What follows belongs to an exercise in optimizing a design on an open flow for a short achievable clock period and few clock cycles; a production flow would make more cautious choices.
RTL that was checked went through simulation tests only; none was proved equivalent to the original.
The clock input has no modelled driver; a real chip could not lean on it and would need a root buffer or a full tree.
No activity file was given, so power comes from the tool's default toggle rates.

// top
module top (
    input logic clk,
    input logic reset,
    output logic [4:0] curr_inst_addr,
    input logic [15:0] curr_inst,
    output logic write_enable_dmem,
    output logic [3:0] write_addr_dmem,
    output logic [7:0] write_data_dmem,
    output logic halted
);
For scale: ~580 flip-flops, ~37 I/O pins, about 0.023 sq mm of cells after synthesis.
clock: 4.2 ns
lec_check: 0
cap_margin: 20
core_margin: 2
core_utilization: 40
setup_slack_margin: 3.0
slew_margin: 20
synth_hierarchical: 1
synth_minimum_keep_size: 0
standard.sh (not shown) runs the stock make flow with config.mk's settings and CLKGATE_MAP_FILE= SYNTH_SCRIPT=/design/flow/synth_recipe.tcl, a recipe that flattens the netlist after the stock synthesis.
==> flow/flow/run.sh <==
#!/bin/bash
# Own flow: the standard layout (standard.sh) with two changes:
#  - the clock tree is built by flow/pre_cts.tcl (a two-level balanced tree)
#    instead of TritonCTS;
#  - full- and half-adder cells are added to DONT_USE_CELLS (flow/dont_use.txt
#    is the platform's list plus those), so abc maps adders as plain gates.
# Every tool's output goes to the ORFS logs under orfs/logs and to standard.log.
set -euo pipefail
export PRE_CTS_TCL="$PWD/flow/pre_cts.tcl"
du="$(tr '\n' ' ' < flow/dont_use.txt)"
sed "s|\"\${@:-finish}\"|DONT_USE_CELLS=\"$du\" \"\${@:-finish}\"|" standard.sh > standard_nofa.sh
bash standard_nofa.sh ${FLOW_STANDARD_TARGETS:-} > standard.log 2>&1
==> flow/flow/pre_cts.tcl <==
# PRE_CTS_TCL hook: replace TritonCTS with a two-level balanced clock tree
# (4 root buffers on the clock port, each driving about 6 leaf buffers, each
# leaf buffer driving a cluster of about 21 flip-flops; see mycts.tcl).
source [file join [file dirname [info script]] mycts.tcl]
rename clock_tree_synthesis orig_clock_tree_synthesis
proc clock_tree_synthesis {args} {
  mycts_build 28 4 sky130_fd_sc_hd__clkbuf_16 sky130_fd_sc_hd__clkbuf_16
}
Other scripts of this flow, unchanged in this note and not shown: flow/flow/dont_use.txt, flow/flow/mycts.tcl
Next try:
--- a/flow/flow/pre_cts.tcl
+++ b/flow/flow/pre_cts.tcl
@@ -5,4 +5,4 @@
 rename clock_tree_synthesis orig_clock_tree_synthesis
 proc clock_tree_synthesis {args} {
-  mycts_build 28 4 sky130_fd_sc_hd__clkbuf_16 sky130_fd_sc_hd__clkbuf_16
+  mycts_build 24 4 sky130_fd_sc_hd__clkbuf_16 sky130_fd_sc_hd__clkbuf_16
 }
The changed run produced a clean layout.
Design area is higher by 0.70%.
Flip-flop and latch count is unchanged.
Via count hardly moves.
Setup slack improves by 120 ps.
No run of this note included a check of the RTL's function; only the layout flow was run. No run of this note takes its clock network from TritonCTS; it comes from the design's own scripts or RTL.

---

red:
top, a different RTL version from the one above (not shown whole).
For scale: about 2500 cells after synthesis, roughly 580 flip-flops.
Settings: LEC_CHECK=0, CAP_MARGIN=20, CORE_MARGIN=2, CORE_UTILIZATION=40, SETUP_SLACK_MARGIN=3.0, SLEW_MARGIN=20, SYNTH_HIERARCHICAL=1, SYNTH_MINIMUM_KEEP_SIZE=0; clock period 4.2 ns.
==> flow/flow/run.sh <==
#!/bin/bash
# Own flow: the standard layout (standard.sh) with two changes:
#  - the clock tree is built by flow/pre_cts.tcl (a two-level balanced tree,
#    see flow/mycts.tcl) instead of TritonCTS;
#  - the cells in flow/dont_use.txt are kept out of synthesis and timing
#    repair: the platform's own DONT_USE_CELLS list, plus full and half adders,
#    slow 3- and 4-input OR/NOR and AOI/OAI cells, 4-input muxes and delay
#    cells, so that abc and the resizer build the logic from faster cells.
# Every tool's output goes to the ORFS logs under orfs/logs and to standard.log.
set -euo pipefail
export PRE_CTS_TCL="$PWD/flow/pre_cts.tcl"
du="$(tr '\n' ' ' < flow/dont_use.txt)"
sed "s|\"\${@:-finish}\"|DONT_USE_CELLS=\"$du\" \"\${@:-finish}\"|" standard.sh > standard_du.sh
bash standard_du.sh ${FLOW_STANDARD_TARGETS:-} > standard.log 2>&1
==> flow/flow/pre_cts.tcl <==
# PRE_CTS_TCL hook: replace TritonCTS with a two-level balanced clock tree
# (4 root buffers on the clock port, each driving 5 leaf buffers, each
# leaf buffer driving a cluster of about 29 flip-flops; see mycts.tcl).
source [file join [file dirname [info script]] mycts.tcl]
rename clock_tree_synthesis orig_clock_tree_synthesis
proc clock_tree_synthesis {args} {
  mycts_build 20 4 sky130_fd_sc_hd__clkbuf_16 sky130_fd_sc_hd__clkbuf_16
}
Other scripts of this flow, unchanged in this note and not shown: flow/flow/dont_use.txt, flow/flow/mycts.tcl
Testbench counts of red, summed over its fixed seeds: cycles 24,759.
Relative to red, the following input files were edited for blue:
Settings: PLACE_DENSITY: unset -> 0.55.
==> flow/flow/pre_cts.tcl <==
# PRE_CTS_TCL hook: replace TritonCTS with a two-level balanced clock tree
# (4 root buffers on the clock port, each driving about 6 leaf buffers, each
# leaf buffer driving a cluster of about 21 flip-flops; see mycts.tcl).
source [file join [file dirname [info script]] mycts.tcl]
rename clock_tree_synthesis orig_clock_tree_synthesis
proc clock_tree_synthesis {args} {
  mycts_build 24 4 sky130_fd_sc_hd__clkbuf_16 sky130_fd_sc_hd__clkbuf_16
}
==> comparison <==
blue vs. red: proportion of total power due to net switching went up by 0.32 points. NOTE wire length of the first global-routing pass red->blue increased by a few percent. From red to blue the numbers moved as follows: worst hold slack has increased; worst ir drop on vdd has decreased; worst setup slack has decreased.
Input-level comparison between green and blue:
Settings: PLACE_DENSITY: 0.55 -> unset.
diff --git a/flow/flow/pre_cts.tcl b/flow/flow/pre_cts.tcl
--- a/flow/flow/pre_cts.tcl
+++ b/flow/flow/pre_cts.tcl
@@ -5,4 +5,4 @@
 rename clock_tree_synthesis orig_clock_tree_synthesis
 proc clock_tree_synthesis {args} {
-  mycts_build 24 4 sky130_fd_sc_hd__clkbuf_16 sky130_fd_sc_hd__clkbuf_16
+  mycts_build 20 4 sky130_fd_sc_hd__clkbuf_16 sky130_fd_sc_hd__clkbuf_16
 }
Results
- Critical path buffer and inverter count: higher on blue
- Summary of green over blue: max-slew violation count barely changed, number of gates resized after CTS grew by 33.
- Status: combinational power parity (blue, green)
- Against blue, green comes in 0.091 ns higher on worst setup slack.
- When green is measured against blue, its multi-input gate share of the layout cell area turns out 0.52 points lower.
- Delta (green minus blue): arrival time of the worst setup path lost 1.22 ns, number of antenna cells inserted neither gained nor lost much.
- green and blue ended up with nearly the same placement-stage cell area.
- In the flow results for green and blue, the total power is smaller on green.
In every run of this note, the design's own scripts or RTL, not TritonCTS, make the clock network.

---

top, a different RTL version from the one above (not shown whole).
Size: ~2500 cells after synthesis, about 570 flip-flops, about 22000 µm² of cells after synthesis.
Settings: LEC_CHECK=0, CAP_MARGIN=20, CORE_MARGIN=2, CORE_UTILIZATION=40, SETUP_SLACK_MARGIN=3.0, SLEW_MARGIN=20, SYNTH_HIERARCHICAL=1, SYNTH_MINIMUM_KEEP_SIZE=0; clock period 4.2 ns.
Scripts as last shown in full above: flow/flow/run.sh
Other scripts of this flow, unchanged in this note and not shown: flow/flow/dont_use.txt, flow/flow/mycts.tcl, flow/flow/pre_cts.tcl
The starting point completed without violations.
Testbench counts at the start, summed over its fixed seeds: cycles 24,759.
==> next run, changes <==
--- a/flow/config.mk
+++ b/flow/config.mk
@@ -9,5 +9,5 @@
 export CORE_MARGIN = 2
 export CORE_UTILIZATION = 40
-export SETUP_SLACK_MARGIN = 3.0
+export SETUP_SLACK_MARGIN = 2.7
 export SLEW_MARGIN = 20
 export SYNTH_HIERARCHICAL = 1
Outcome: Combinational power drops by 15%; final area drops by 11%; power drops by 2.3%; fmax stays flat; cell count drops by 2.5%; area after synthesis does not change; synthesized cell count does not change; worst setup slack barely changes; global-route usage drops by 2.6 points; clock skew is about the same; routed wire length drops by 7.6%.
No run of this note takes its clock network from TritonCTS; it comes from the design's own scripts or RTL.

---

Starting RTL as in the previous note.
==> flow/config.mk <==
export PLATFORM = sky130hd
export DESIGN_NAME = top
export DESIGN_NICKNAME = top
export VERILOG_FILES = /design/flow/design.v
export SDC_FILE = /design/flow/constraint.sdc
export NUM_CORES = 8
export LEC_CHECK = 0
export CAP_MARGIN = 20
export CORE_MARGIN = 2
export CORE_UTILIZATION = 40
export SETUP_SLACK_MARGIN = 3.3
export SLEW_MARGIN = 20
export SYNTH_HIERARCHICAL = 1
export SYNTH_MINIMUM_KEEP_SIZE = 0
==> flow/constraint.sdc <==
create_clock -name core_clock -period 4.2 [get_ports {clk}]
set_input_delay 0.8400 -clock core_clock [delete_from_list [all_inputs] [get_ports {clk}]]
set_output_delay 0.8400 -clock core_clock [all_outputs]
set_load 0.01 [all_outputs]
==> flow/flow/pre_cts.tcl <==
# PRE_CTS_TCL hook: replace TritonCTS with a two-level balanced clock tree
# (4 root buffers on the clock port, each driving about 6 leaf buffers, each
# leaf buffer driving a cluster of about 21 flip-flops; see mycts.tcl).
source [file join [file dirname [info script]] mycts.tcl]
rename clock_tree_synthesis orig_clock_tree_synthesis
proc clock_tree_synthesis {args} {
  mycts_build 24 4 sky130_fd_sc_hd__clkbuf_16 sky130_fd_sc_hd__clkbuf_16
}
Scripts as last shown in full above: flow/flow/run.sh
Other scripts of this flow, unchanged in this note and not shown: flow/flow/dont_use.txt, flow/flow/mycts.tcl
Testbench counts at the start, summed over its fixed seeds: cycles 24,759.
Edit:
--- a/flow/flow/pre_cts.tcl
+++ b/flow/flow/pre_cts.tcl
@@ -5,4 +5,4 @@
 rename clock_tree_synthesis orig_clock_tree_synthesis
 proc clock_tree_synthesis {args} {
-  mycts_build 24 4 sky130_fd_sc_hd__clkbuf_16 sky130_fd_sc_hd__clkbuf_16
+  mycts_build 28 4 sky130_fd_sc_hd__clkbuf_16 sky130_fd_sc_hd__clkbuf_16
 }
Settings changed: SETUP_SLACK_MARGIN 3.3 to 3.0.
Total power shrinks by 1.2%.
Routed wire length shrinks by 4.4%.
Flip-flop and latch count does not change.
Combinational power shrinks by 16%.
Area after synthesis does not change.
Worst hold slack degrades by 0.037 ns.
Final cell count shrinks by 0.79%.
Global-route usage shrinks by 1.3 points.
Final area shrinks by 3.6%.
No run of this note takes its clock network from TritonCTS; it comes from the design's own scripts or RTL.

## port drivers added, routing unchanged
How much do the figures lean on ideal ports? The routed layouts below were timed once more, with nothing changed but the port constraints. Step 1 assumes that a clkbuf_16 drives the clock port and a buf_2 every other input. Step 2, shift: input delay + t, output delay - t, t = (earliest + latest rising clock arrival at the registers) / 2. This alone moves slack from input paths to output paths. a / b / c = no drivers / after step 1 / after step 2; a / b = the first two.
run | t, ns | slack for setup (ns) | cell pins on the clock port's net
the first run of note 1 | 0.503 | 2.194 / 2.194 / 1.840 | 4
the second run of note 1 | 0.502 | 2.310 / 2.252 / 1.915 | 4
red | 0.483 | 2.492 / 2.362 / 1.952 | 4
blue | 0.491 | 2.401 / 2.354 / 1.985 | 4
green | 0.483 | 2.492 / 2.362 / 1.952 | 4
the first run of note 3 | 0.497 | 2.441 / 2.304 / 1.841 | 4
the second run of note 3 | 0.486 | 2.439 / 2.307 / 2.089 | 4
the first run of note 4 | 0.496 | 2.375 / 2.353 / 2.052 | 4
the second run of note 4 | 0.495 | 2.431 / 2.319 / 1.824 | 4
After both steps setup and hold are still met in every run listed. The setup slack of the second run of note 4, which loses most, moves by -0.112 ns with the drivers and by -0.607 ns with both steps.
